Background: an optimization exercise with open tools, aiming at small area and a short achievable clock period. Do not read the settings as production practice. The RTL was checked by simulation tests, not by an equivalence proof against the original design. Power and IR drop assume default switching activity.

==> flow/design.v <==
module ifetcher_top #(parameter PCW=32, parameter IW=32, parameter CW=8) (
	iClk,
	iResetn,
	fromCache_resp,
	fromCache_instr,
	toCache_req,
	toCache_pc,
	iJumpVld,
	iJumpPC,
	fromDec_RE,
	toDec_RD,
	toDec_empty,
	oTimeoutFatal
);
	input iClk,iResetn;
	input fromCache_resp;
	input iJumpVld;
	input [PCW-1:0] iJumpPC;
	input [IW*4-1:0] fromCache_instr;
	input fromDec_RE;
	output toCache_req;
	output [PCW-1:0] toCache_pc;
	output oTimeoutFatal;
	output [IW*4-1:0] toDec_RD;
	output toDec_empty;
	localparam N = 7;
	localparam W = IW*4;
	reg [PCW-1:0] rPC;
	assign toCache_pc = iJumpVld ? iJumpPC : rPC;
	wire [PCW-1:0] jumpInc = {iJumpPC[PCW-1:2] + 1'b1, iJumpPC[1:0]};
	wire [PCW-1:0] holdInc = {rPC[PCW-1:2] + 1'b1, rPC[1:0]};
	wire [PCW-1:0] jumpNext = fromCache_resp ? jumpInc : iJumpPC;
	wire [PCW-1:0] holdNext = fromCache_resp ? holdInc : rPC;
	always @(posedge iClk or negedge iResetn) begin
		if (!iResetn)
			rPC <= {PCW{1'b0}};
		else
			rPC <= iJumpVld ? jumpNext : holdNext;
	end
	reg rReq;
	reg [CW-1:0] rCnt;
	reg rFatal;
	reg rJumpPend;
	reg rFlush;
	reg [2:0] rCount;
	reg rEmpty;
	assign toCache_req = rReq;
	assign oTimeoutFatal = rFatal;
	assign toDec_empty = rEmpty;
	wire cntZero = ~|rCnt;
	wire clear = rFlush | (rJumpPend & cntZero);
	wire [CW-1:0] cntNext = fromCache_resp ? {CW{1'b0}} :
	                        rReq ? rCnt + 1'b1 : rCnt;
	wire [2:0] countNext = clear ? 3'd0 :
	                       rCount + {2'b0,fromCache_resp} - {2'b0,fromDec_RE};
	always @(posedge iClk or negedge iResetn) begin
		if (!iResetn) begin
			rReq <= 1'b0;
			rCnt <= {CW{1'b0}};
			rFatal <= 1'b0;
			rJumpPend <= 1'b0;
			rFlush <= 1'b0;
			rCount <= 3'd0;
			rEmpty <= 1'b1;
		end else begin
			rReq <= (rCount < 3'd6);
			rCnt <= cntNext;
			rFatal <= &cntNext;
			if (iJumpVld)
				rJumpPend <= 1'b1;
			else if (rFlush)
				rJumpPend <= 1'b0;
			rFlush <= ~rFlush & rJumpPend & cntZero;
			rCount <= countNext;
			rEmpty <= (countNext == 3'd0);
		end
	end
	localparam NB = N-1;
	reg [NB-1:0] rWSel, rRSel;
	reg rBEmpty;
	reg [W-1:0] rHead;
	reg [W-1:0] ring [0:NB-1];
	wire toHead = rEmpty | (fromDec_RE & rBEmpty);
	wire ringWr = fromCache_resp & ~toHead;
	wire ringRd = fromDec_RE & ~rBEmpty;
	always @(posedge iClk or negedge iResetn) begin
		if (!iResetn) begin
			rWSel <= {{NB-1{1'b0}},1'b1};
			rRSel <= {{NB-1{1'b0}},1'b1};
			rBEmpty <= 1'b1;
		end else begin
			if (clear) begin
				rWSel <= {{NB-1{1'b0}},1'b1};
				rRSel <= {{NB-1{1'b0}},1'b1};
			end else begin
				if (ringWr)
					rWSel <= {rWSel[NB-2:0],rWSel[NB-1]};
				if (ringRd)
					rRSel <= {rRSel[NB-2:0],rRSel[NB-1]};
			end
			rBEmpty <= (countNext <= 3'd1);
		end
	end
	integer i;
	always @(posedge iClk) begin
		for (i = 0; i < NB; i = i + 1)
			if (fromCache_resp & rWSel[i])
				ring[i] <= fromCache_instr;
	end
	wire [NB-1:0] rdSel = rRSel & {NB{~rBEmpty}};
	reg [W-1:0] headD;
	always @(*) begin
		headD = fromCache_instr & {W{rBEmpty}};
		for (i = 0; i < NB; i = i + 1)
			headD = headD | (ring[i] & {W{rdSel[i]}});
	end
	always @(posedge iClk) begin
		if (fromDec_RE | rEmpty)
			rHead <= headD;
	end
	assign toDec_RD = rHead;
endmodule
Settings: LEC_CHECK=0, ABC_CLOCK_PERIOD_IN_PS=2000, CAP_MARGIN=20, CORE_MARGIN=2, CORE_UTILIZATION=65, PLACE_DENSITY=0.7, SETUP_SLACK_MARGIN=2.0, SLEW_MARGIN=20, TNS_END_PERCENT=0; clock period 4.0 ns.
standard.sh (not shown) runs the stock make flow with config.mk's settings and CLKGATE_MAP_FILE= SYNTH_SCRIPT=/design/flow/synth_recipe.tcl, a recipe that flattens the netlist after the stock synthesis.
==> flow/flow/run.sh <==
#!/bin/bash
# Standard layout, with plain buf_1 cells as the port buffers and a clock
# tree of fewer, larger leaf clusters without dummy loads.
set -euo pipefail
export BUFFER_PORTS_ARGS="-buffer_cell sky130_fd_sc_hd__buf_1"
export CTS_ARGS="-sink_clustering_enable -repair_clock_nets -dont_use_dummy_load -buf_list sky130_fd_sc_hd__clkbuf_16 -sink_clustering_size 30 -sink_clustering_max_diameter 45"
bash standard.sh > flow_make.log 2>&1
Next try:
==> flow/flow/run.sh (replaced) <==
#!/bin/bash
# Standard layout, with plain buf_1 cells as the port buffers and a clock
# tree of fewer, larger leaf clusters without dummy loads.
set -euo pipefail
export BUFFER_PORTS_ARGS="-buffer_cell sky130_fd_sc_hd__buf_1"
export CTS_ARGS="-sink_clustering_enable -repair_clock_nets -dont_use_dummy_load -buf_list sky130_fd_sc_hd__clkbuf_16 -sink_clustering_size 24 -sink_clustering_max_diameter 60"
bash standard.sh > flow_make.log 2>&1
After rerunning:
- non-clock buffer count came out higher by 4
- via count drops by 1.1%
- wire length came out lower by 1.0%
- final cell count shrinks by 1.0%
- clock power fell by 26%
- final area came out lower by 2.1%
- worst setup slack is about the same
Next try:
ABC_CLOCK_PERIOD_IN_PS = 300   (was 2000)
Result: Setup slack is unchanged; wire length does not change; flip-flop and latch count does not change; synthesized area stays the same; clock skew is unchanged.
Next try:
ABC_AREA = 1   (was not set)
ABC_CLOCK_PERIOD_IN_PS = not set   (was 300)
CORE_UTILIZATION = 75   (was 65)
PLACE_DENSITY = 0.8   (was 0.7)
Result:
- design area climbs by 4.2%
- maximum frequency climbs by 0.49%
- hold slack got worse by 0.047 ns
- first-iteration DRC count climbs by 25%
- die area drops by 8.1%
- power climbs by 12%
- setup slack improved by 0.011 ns
- synthesized cell count climbs by 43%
- clock skew climbs by 0.019 ns

==> re-timing with driven ports <==
The results above use ideal ports. As a check the final layouts listed here were re-extracted and re-timed, cells and wires unchanged. Step 1 sets driving cells, clkbuf_16 on the clock port and buf_2 on the other inputs (assumed; they add their load-dependent delay and slew). Step 2 moves the port delays by t, midway between the first and last clock arrival at a register: inputs arrive t later, outputs are due t later. That takes back most of the time a late clock gives input paths. Three values: ideal ports, drivers, drivers and shift; two values: the first two.
| run | t, ns | setup WS [ns] | hold WS [ns] | worst setup path after step 2 | pins driven straight from the clock port |
|---|---|---|---|---|---|
| the first run | 0.664 | 1.658 / 1.550 / 1.242 | 0.236 / 0.197 / 0.444 | input to register | 1 |
| the second run | 0.665 | 1.658 / 1.554 / 1.104 | 0.247 / 0.208 / 0.447 | input to register | 1 |
| the third run | 0.665 | 1.658 / 1.554 / 1.104 | 0.247 / 0.208 / 0.447 | input to register | 1 |
| the fourth run | 0.648 | 1.670 / 1.627 / 1.293 | 0.200 / 0.165 / 0.465 | input to register | 1 |
After both steps every run listed still meets setup and hold.
